From an optimization exercise on the open Yosys and OpenROAD flow, aimed at small area; shortcuts taken in it are not production practice.
Only simulation tests tie the RTL to the original design; equivalence was not proved.
Power figures rest on the tool's default switching activity, not on a simulated workload.

===== design/flow/run.sh =====
#!/bin/bash
# synth_recipe.tcl (not shown) runs the flow's synth.tcl, then flattens the netlist and writes it again
# the make line also repeats each setting of config.mk as NAME=value (left out here)
make -C /OpenROAD-flow-scripts/flow DESIGN_CONFIG=/design/flow/config.mk WORK_HOME=/design/flow/orfs CLKGATE_MAP_FILE= SYNTH_SCRIPT=/design/flow/synth_recipe.tcl finish

===== design/flow/config.mk =====
export PLATFORM = sky130hd
export DESIGN_NAME = final_project
export DESIGN_NICKNAME = final_project
export VERILOG_FILES = /design/flow/design.v
export SDC_FILE = /design/flow/constraint.sdc
export NUM_CORES = 4
export LEC_CHECK = 0
export CAP_MARGIN = 20
export CORE_MARGIN = 2
export CORE_UTILIZATION = 40
export SLEW_MARGIN = 20

===== design/flow/design.v =====
module final_project (
	input reset,
	input turn_right,
	input clk,
	output HS,
	output VS,
	output reg[3:0] VGA_R,
	output reg[3:0] VGA_G,
	output reg[3:0] VGA_B,
	output [6:0] hex0,
	output [6:0] hex1
);
	wire[9:0] Hcnt;
	wire[9:0] Vcnt;
	localparam [9:0] head_left_init   = 10'd260;
	localparam [9:0] head_right_init  = 10'd280;
	localparam [9:0] head_top_init    = 10'd230;
	localparam [9:0] head_bottom_init = 10'd250;
	reg[9:0] head_left, head_right, head_top, head_bottom;
	reg[9:0] body_left[20], body_right[20], body_top[20], body_bottom[20];
	reg[9:0] food_left,food_right,food_top,food_bottom;
	reg[9:0] food_left_init, food_right_init, food_top_init, food_bottom_init;
	reg clk_25M;
	wire pix_en = ~clk_25M;
	always@(posedge clk)
	begin
		if (!reset)
			clk_25M <= 1'b0;
		else
			clk_25M <= ~clk_25M;
	end
	parameter COUNT_200ms = 1000;
	reg[31:0] counter_200ms;
	reg clk_200ms;
	wire tick = (counter_200ms == COUNT_200ms) && !clk_200ms;
	always@(posedge clk)
	begin
		if (!reset)
		begin
			counter_200ms <= 0;
			clk_200ms <= 1'b0;
		end
		else if (counter_200ms == COUNT_200ms)
		begin
			counter_200ms <= 0;
			clk_200ms <= ~clk_200ms;
		end
		else
		begin
			counter_200ms <= counter_200ms + 1;
		end
	end
	reg[2:0] move_direction;
	parameter left_distance = 10;
	reg[9:0] left_total;
	parameter right_distance = 10;
	reg[9:0] right_total;
	parameter down_distance = 10;
	reg[9:0] down_total;
	parameter up_distance = 10;
	reg[9:0] up_total;
	reg turn_q;
	always@(posedge clk)
	begin
		if (!reset)
		begin
			turn_q <= 1'b0;
			move_direction <= 3'd0;
		end
		else
		begin
			turn_q <= turn_right;
			if (turn_right && !turn_q)
			begin
				if (move_direction + 3'd1 == 3'd4)
					move_direction <= 3'd0;
				else
					move_direction <= move_direction + 3'd1;
			end
		end
	end
	always@(posedge clk)
	begin
		if (!reset)
		begin
			left_total <= 10'd0;
			right_total <= 10'd0;
			up_total <= 10'd0;
			down_total <= 10'd0;
		end
		else if (tick)
		begin
			if(move_direction == 0)
				left_total <= left_total + left_distance ;
			if(move_direction == 2)
				right_total <= right_total + right_distance ;
			if(move_direction == 3)
				up_total <= up_total + up_distance  ;
			if(move_direction == 1)
				down_total <= down_total + down_distance  ;
		end
	end
	reg[31:0] score;
	reg [3:0] body_num;
	integer temp1;
	always@(posedge clk) begin
		if(!reset) begin
			head_left <= head_left_init;
			head_right <= head_right_init;
			head_top <= head_top_init;
			head_bottom <= head_bottom_init;
			food_left <= 10'd220;
			food_right <= 10'd230;
			food_top <= 10'd90;
			food_bottom <= 10'd100;
			for( temp1 = 0 ; temp1 < 20 ; temp1 = temp1 + 1 ) begin
				body_left[temp1] <= 10'd0;
				body_right[temp1] <= 10'd0;
				body_top[temp1] <= 10'd0;
				body_bottom[temp1] <= 10'd0;
			end
		end
		else if (tick) begin
			for( temp1 = 0 ; temp1 < 19 ; temp1 = temp1 + 1 ) begin
				if (temp1 + 1 < body_num) begin
					body_left[temp1+1] <= body_left[temp1];
					body_right[temp1+1] <= body_right[temp1] ;
					body_bottom[temp1+1] <= body_bottom[temp1];
					body_top[temp1+1] <= body_top[temp1] ;
				end
			end
			if(body_num >= 1) begin
				body_left[0]  <=  head_left;
				body_right[0] <=  head_right;
				body_top[0]  <=  head_top;
				body_bottom[0]  <=  head_bottom;
			end
			head_left <= head_left_init - left_total+ right_total;
			head_right <= head_right_init - left_total + right_total;
			head_top <= head_top_init + up_total - down_total  ;
			head_bottom <= head_bottom_init  + up_total - down_total ;
			food_left <= food_left_init ;
			food_right <= food_right_init ;
			food_top <= food_top_init;
			food_bottom <= food_bottom_init;
		end
	end
	always@(posedge clk) begin
		if(!reset) begin
			body_num <= 4'd1;
			score <= 32'd0;
			food_left_init <= 10'd220;
			food_right_init <= 10'd230;
			food_top_init <= 10'd90;
			food_bottom_init <= 10'd100;
		end
		else if (tick) begin
			if(head_left <= food_left && head_top <= food_top  && head_right>=food_right && head_bottom >= food_bottom) begin
				score <= score + 1;
				food_left_init <= (food_left_init + 10'd180) % 10'd640;
				food_right_init <= (food_right_init + 10'd180) % 10'd640;
				food_top_init <= (food_top_init + 10'd80) % 10'd480;
				food_bottom_init <= (food_bottom_init + 10'd80) % 10'd480;
				body_num <= body_num+1;
			end
		end
	end
	vga_display screen(
	.clk(clk),
	.en(pix_en),
	.reset(reset),
	.Hcnt(Hcnt),
	.Vcnt(Vcnt),
	.hs(HS),
	.vs(VS)
	);
	out_port_seg scoreboard(
	.in(score),
	.out1(hex1),
	.out0(hex0)
	);
	reg finish;
	reg finish_next;
	reg [3:0] r_next, g_next, b_next;
	integer temp2;
	always@(*) begin
		finish_next = finish;
		r_next = VGA_R;
		g_next = VGA_G;
		b_next = VGA_B;
		if (finish == 0) begin
			if (Hcnt >= head_left && Hcnt < head_right
				&& Vcnt >= head_top && Vcnt < head_bottom) begin
				r_next = 4'd10;
				g_next = 4'd8;
				b_next = 4'd8;
			end
			else if (Hcnt >= food_left && Hcnt < food_right
				&& Vcnt >= food_top && Vcnt < food_bottom) begin
				r_next = 4'd10;
				g_next = 4'd7;
				b_next = 4'd7;
			end
			else begin
				r_next = 4'b0000;
				g_next = 4'b0000;
				b_next = 4'b0000;
				for( temp2 = 0 ; temp2 < 16 ; temp2 = temp2 + 1 ) begin
					if (temp2 < body_num) begin
						if( Hcnt >= body_left[temp2] && Hcnt <  body_right[temp2]
							&& Vcnt >= body_top[temp2] && Vcnt <  body_bottom[temp2]) begin
							r_next = 4'd7;
							g_next = 4'd7;
							b_next = 4'd7;
						end
						if(head_left == 0 || head_right == 640
							|| head_top == 0 || head_bottom == 480) begin
							finish_next = 1;
						end
					end
				end
			end
		end
		else begin
			r_next = 4'd15;
			g_next = 4'd15;
			b_next = 4'd15;
		end
	end
	always@(posedge clk) begin
		if(!reset) begin
			finish <= 1'b0;
			VGA_R <= 4'd0;
			VGA_G <= 4'd0;
			VGA_B <= 4'd0;
		end
		else if (pix_en) begin
			finish <= finish_next;
			VGA_R <= r_next;
			VGA_G <= g_next;
			VGA_B <= b_next;
		end
	end
endmodule
module out_port_seg(in,out1,out0);
	input [31:0] in;
	output [6:0] out1,out0;
	reg [3:0] num1,num0;
	sevenseg display_1( num1, out1 );
	sevenseg display_0( num0, out0 );
	always @ (in)
	begin
		num1 = ( in / 10 ) % 10;
		num0 = in % 10;
	end
endmodule
module sevenseg(data, ledsegments);
	input [3:0] data;
	output [6:0] ledsegments;
	reg [6:0] ledsegments;
	always @ (*)
		case(data)
			0: ledsegments = 7'b100_0000;
			1: ledsegments = 7'b111_1001;
			2: ledsegments = 7'b010_0100;
			3: ledsegments = 7'b011_0000;
			4: ledsegments = 7'b001_1001;
			5: ledsegments = 7'b001_0010;
			6: ledsegments = 7'b000_0010;
			7: ledsegments = 7'b111_1000;
			8: ledsegments = 7'b000_0000;
			9: ledsegments = 7'b001_0000;
			default: ledsegments = 7'b111_1111;
		endcase
endmodule
module vga_display(
	input clk,
	input en,
	input reset,
	output reg[9:0] Hcnt,
	output reg[9:0] Vcnt,
	output hs,
	output vs
);
	parameter integer visible_area_h = 640;
	parameter integer front_porch_h = 16;
	parameter integer sync_pulse_h = 96;
	parameter integer back_porch_h = 48;
	parameter integer whole_line_h = 800;
	parameter integer visible_area_v = 480;
	parameter integer front_porch_v = 10;
	parameter integer sync_pulse_v = 2;
	parameter integer back_porch_v = 33;
	parameter integer whole_line_v = 525;
	assign vs = ~(Vcnt >= visible_area_v + front_porch_v && Vcnt < visible_area_v + front_porch_v + sync_pulse_v);
	assign hs = ~(Hcnt >= visible_area_h + front_porch_h && Hcnt < visible_area_h + front_porch_h + sync_pulse_h);
	always@(posedge clk)
	begin
		if (!reset)
		begin
			Hcnt <= 0;
			Vcnt <= 0;
		end
		else if (en)
		begin
			if (Hcnt + 10'd1 == whole_line_h)
			begin
				Hcnt <= 0;
				if (Vcnt + 10'd1 == whole_line_v)
					Vcnt <= 0;
				else
					Vcnt <= Vcnt + 1;
			end
			else
				Hcnt <= Hcnt + 1;
		end
	end
endmodule

===== design/flow/constraint.sdc =====
create_clock -name core_clock -period 25.0 [get_ports {clk}]
set_input_delay 5.0000 -clock core_clock [delete_from_list [all_inputs] [get_ports {clk}]]
set_output_delay 5.0000 -clock core_clock [all_outputs]
set_load 0.01 [all_outputs]

==> impl_metrics.csv <==
group,metric,value,unit
run_status,status,"complete, no violations",
die,core-area,133000,um^2
yosys,netlist_instances,6989,
clock_tree,clock-sinks,736,
setup_path,path_common_cell,"a21oi_1",
setup_path,critical_path.max_fanout,29,
clock_tree,cts.repair_timing.setup_buffer_count,0,
setup_path,crit_type,"flip-flop to output port",
sta,worst_slack,2860,ps
setup_path,r2r_cells,17,
detailed_routing,vias_per_cell,5.30,
yosys,synth.ff_latch_count,736,
yosys,ys_warn_count,8,
global_route,overflow,0,
die,die_y,370,um
sta,fin_skew,30.7,ps
placement,numPortBuffers,30,
detailed_routing,drc_errors,0,
clock_tree,clk_latency,670,ps
pwr,p_per_area,43.3,nW/um^2
die,ios,31,
cells_and_area,final_cell_mix,"1309 x nand2_1, 719 x dfxtp_1, 690 x inv_1, 690 x ha_1, 555 x a21boi_0",
global_route,use_met3,0.0219,
cells_and_area,layout-drive-gt1-share,0.0514,
placement,dp_slack,3040,ps
clock_tree,cts_resized,0,
job,drv_cap,0,
clock_tree,cts_max_path_buffers,3,
yosys,dominantRegCellSynth,"dfxtp_1",
cells_and_area,nFillCells,13600,
setup_path,cpPeakStageDelay,930,ps
pwr,power.leakage,21.2,nW
yosys,seq_area_frac_synth,0.275,
sta,layout_worst_path_cycle_share,0.886,
setup_path,end_kind,"output port",
clock_tree,numCtsBuffers,85,
detailed_routing,first_pass_iters,5,
die,dieArea,137000,um^2
worst_hold_path,hp-class,"flip-flop to flip-flop",
sta,hold_violations,0,
detailed_routing,ant_nets,0,
cells_and_area,final_common_cell,"nand2_1",
sta,layout_min_cycle_time,22140,ps
pwr,ir_drop,52.6,uV
detailed_routing,wire_per_inst,15.6,um
global_route,met2_usage,0.334,
detailed_routing,vias,45900,
die,die_w,370,um
sta,finalMaxSlewViolations,0,
yosys,synth.avg_cell_area,7.67,um^2
placement,finalWeightedCongestion,0.834,
setup_path,slowest_stage,"dfxtp_1",
setup_path,cp-endpoint,"hex1[4]",
worst_hold_path,whs_path_depth,2,
sta,slew_headroom,0.273,
setup_path,cp_data_arrival_time,17140,ps
sta,setup_tns,0,ps
yosys,netlist_area,53600,um^2
global_route,grt_max_degree,209,
clock_tree,hold_buffers,0,
setup_path,setup.worst_path.start,"score[30]",
clock_tree,cts_max_level,3,
setup_path,regToRegEndpoint,"score[31]",
cells_and_area,seq_area,14800,um^2
detailed_routing,drtIter0Drc,2837,
clock_tree,cts-root-buf,"clkbuf_16",
yosys,synth_edf_count,0,
sta,setup_viol,0,
cells_and_area,finish.utilization,0.437,
global_route,use_met1,0.263,
yosys,synth-async-reset-ratio,0,
die,rows,134,
setup_path,cp.required,20000,ps
global_route,first_global_vias,43800,
yosys,syn_nets,7686,
global_route,track_usage,0.196,
setup_path,r2r_setup_slack,18550,ps
sta,tightest_slew,1080,ps
sta,rsz0062_at_grt,"false",
die,start_util,0.402,
yosys,synth_cell_types,125,
global_route,grt-busiest-layer,"met2",
clock_tree,cts_tree,"yes",
placement,dpl.hpwl,94200,um
sta,max_freq,45.2,MHz
global_route,antenna_found_initial,1,
clock_tree,path_clk_slew,60,ps
cells_and_area,areaGrowthSynthToFinish,8.61,%
cells_and_area,multi_input_comb_area,34900,um^2
setup_path,startpoint_type,"flip-flop",
cells_and_area,finalNetCount,7527,
global_route,grt_pass1_wl,226000,um
setup_path,timing.rr.start,"counter_200ms[0]",
detailed_routing,finalWirelength,135000,um
[per-stage QoR]
step / cell area [um^2] / instances / power (mW) / hold WS [ps]
after floorplan: 53600 / 6989 / 1.25 / 436
after global placement: 55400 / 8510 / 1.26 / 453
after detailed placement: 55400 / 8511 / 1.26 / 456
after CTS: 58200 / 8661 / 2.56 / 464
after global routing: 58200 / 8661 / 2.61 / 487
final: 58200 / 8663 / 2.52 / 458
[registers in the layout, indices dropped and copies added (netlist names), 9 cells and up]
signal and count:
up_total 9, counter_200ms 32, down_total 9, body_right 124, screen.Vcnt 10, body_bottom 133
head_top 9, screen.Hcnt 10, left_total 9, head_left 9, right_total 9, score 32
body_top 122, body_left 131
[synth_stat cells (all sizes together) (31+ instances only)]
library cell	instances	area [um^2]
inv	692	2600
ha	690	8630
a31oi	38	253
nor3	119	621
a21oi	325	1660
buf	66	373
nand2b	162	1010
and3	42	263
dfxtp	736	14700
a21boi	557	4180
or3	31	204
nand3	133	671
nand2	1310	4920
a21o	69	518
clkbuf	286	1080
and2	97	607
nand4	48	300
xnor2	136	1210
o211ai	66	510
o31ai	32	250
nor2	213	800
nor2b	204	1280
a211oi	36	300
nor4	42	275
o21ai	383	1920
xor2	53	464
[cells by family (layout without fill, tap and decap cells)]
kind of cell             after synthesis  in the layout  share of synthesized area
multiplexers                          40             40                    0.00786
buffers and inverters               1050            954                     0.0759
adder cells (fa/ha/maj)              699            699                      0.163
other                                  0              2                          0
AND/OR/NAND/NOR                     2486           2486                      0.217
XOR/XNOR                             190            190                     0.0317
flip-flops                           736            736                      0.275
AO/OA/AOI/OAI                       1788           1788                      0.229
[worst min path at each step]
stage,start,slack [ps],endpoint
6_report,body_right[3][2],460,body_right[4][2]
5_1_grt,body_left[14][2],490,body_left[14][2]
4_1_cts,finish,460,finish
3_5_place_dp,finish,460,finish
3_3_place_gp,finish,450,finish
2_1_floorplan,finish,440,finish
[worst max-delay path: cells and delay by family (launching register included)]
kind / cells / cell delay, ps
compound gates: 32 / 10740
simple gates: 11 / 2630
fa+ha+maj: 3 / 790
xor+xnor: 1 / 180
flops: 1 / 930
buf+inv: 4 / 950
mux: 1 / 270
[area by class of cell]
| class | count | area share |
|---|---|---|
| clock inverter | 28 | 0.00638 |
| sequential | 736 | 0.253 |
| antenna | 2 | 0.0000859 |
| clock buffer | 122 | 0.0424 |
| inverter | 698 | 0.0450 |
| multi-input combinational | 5203 | 0.600 |
| timing repair buffer | 106 | 0.0153 |
| tap | 1768 | 0.0380 |
[routing by layer]
layer | wire (um) | vias to the layer above | share of wire
li1 | - | 23500 | -
met3 | 4060 | 173 | 0.030
met2 | 63400 | 612 | 0.47
met5 | 0 | - | 0
met1 | 65400 | 21600 | 0.48
met4 | 2390 | 0 | 0.018
[where the power goes]
group          internal [mW]  leakage (nW)  total (mW)  switching, mW
clock network          0.768          1.40        1.28          0.516
logic                 0.0258          13.9      0.0591         0.0332
registers               1.17          5.94        1.18        0.00295
total                   1.97          21.2        2.52          0.552

-- separate check: timing with driven ports --
How much do the figures lean on ideal ports? The routed layout below was timed once more, with nothing changed but the port constraints.
Step 1, drivers: a clkbuf_16 drives clk and a buf_2 each remaining input, both assumed.
Step 2 also shifts input and output timing later by t, the mid clock arrival at the registers, as if the neighbouring blocks saw the same clock.
Three values: ideal, step 1, step 2; two values: the first two.
shift t [ns]: 0.725
slack for setup (ns): 2.859 / 2.789 / 3.514
worst setup path at the end: register to output
After both steps setup and hold are still met in this run. The setup slack of this run moves by -0.070 ns with the drivers and by +0.655 ns with both steps.
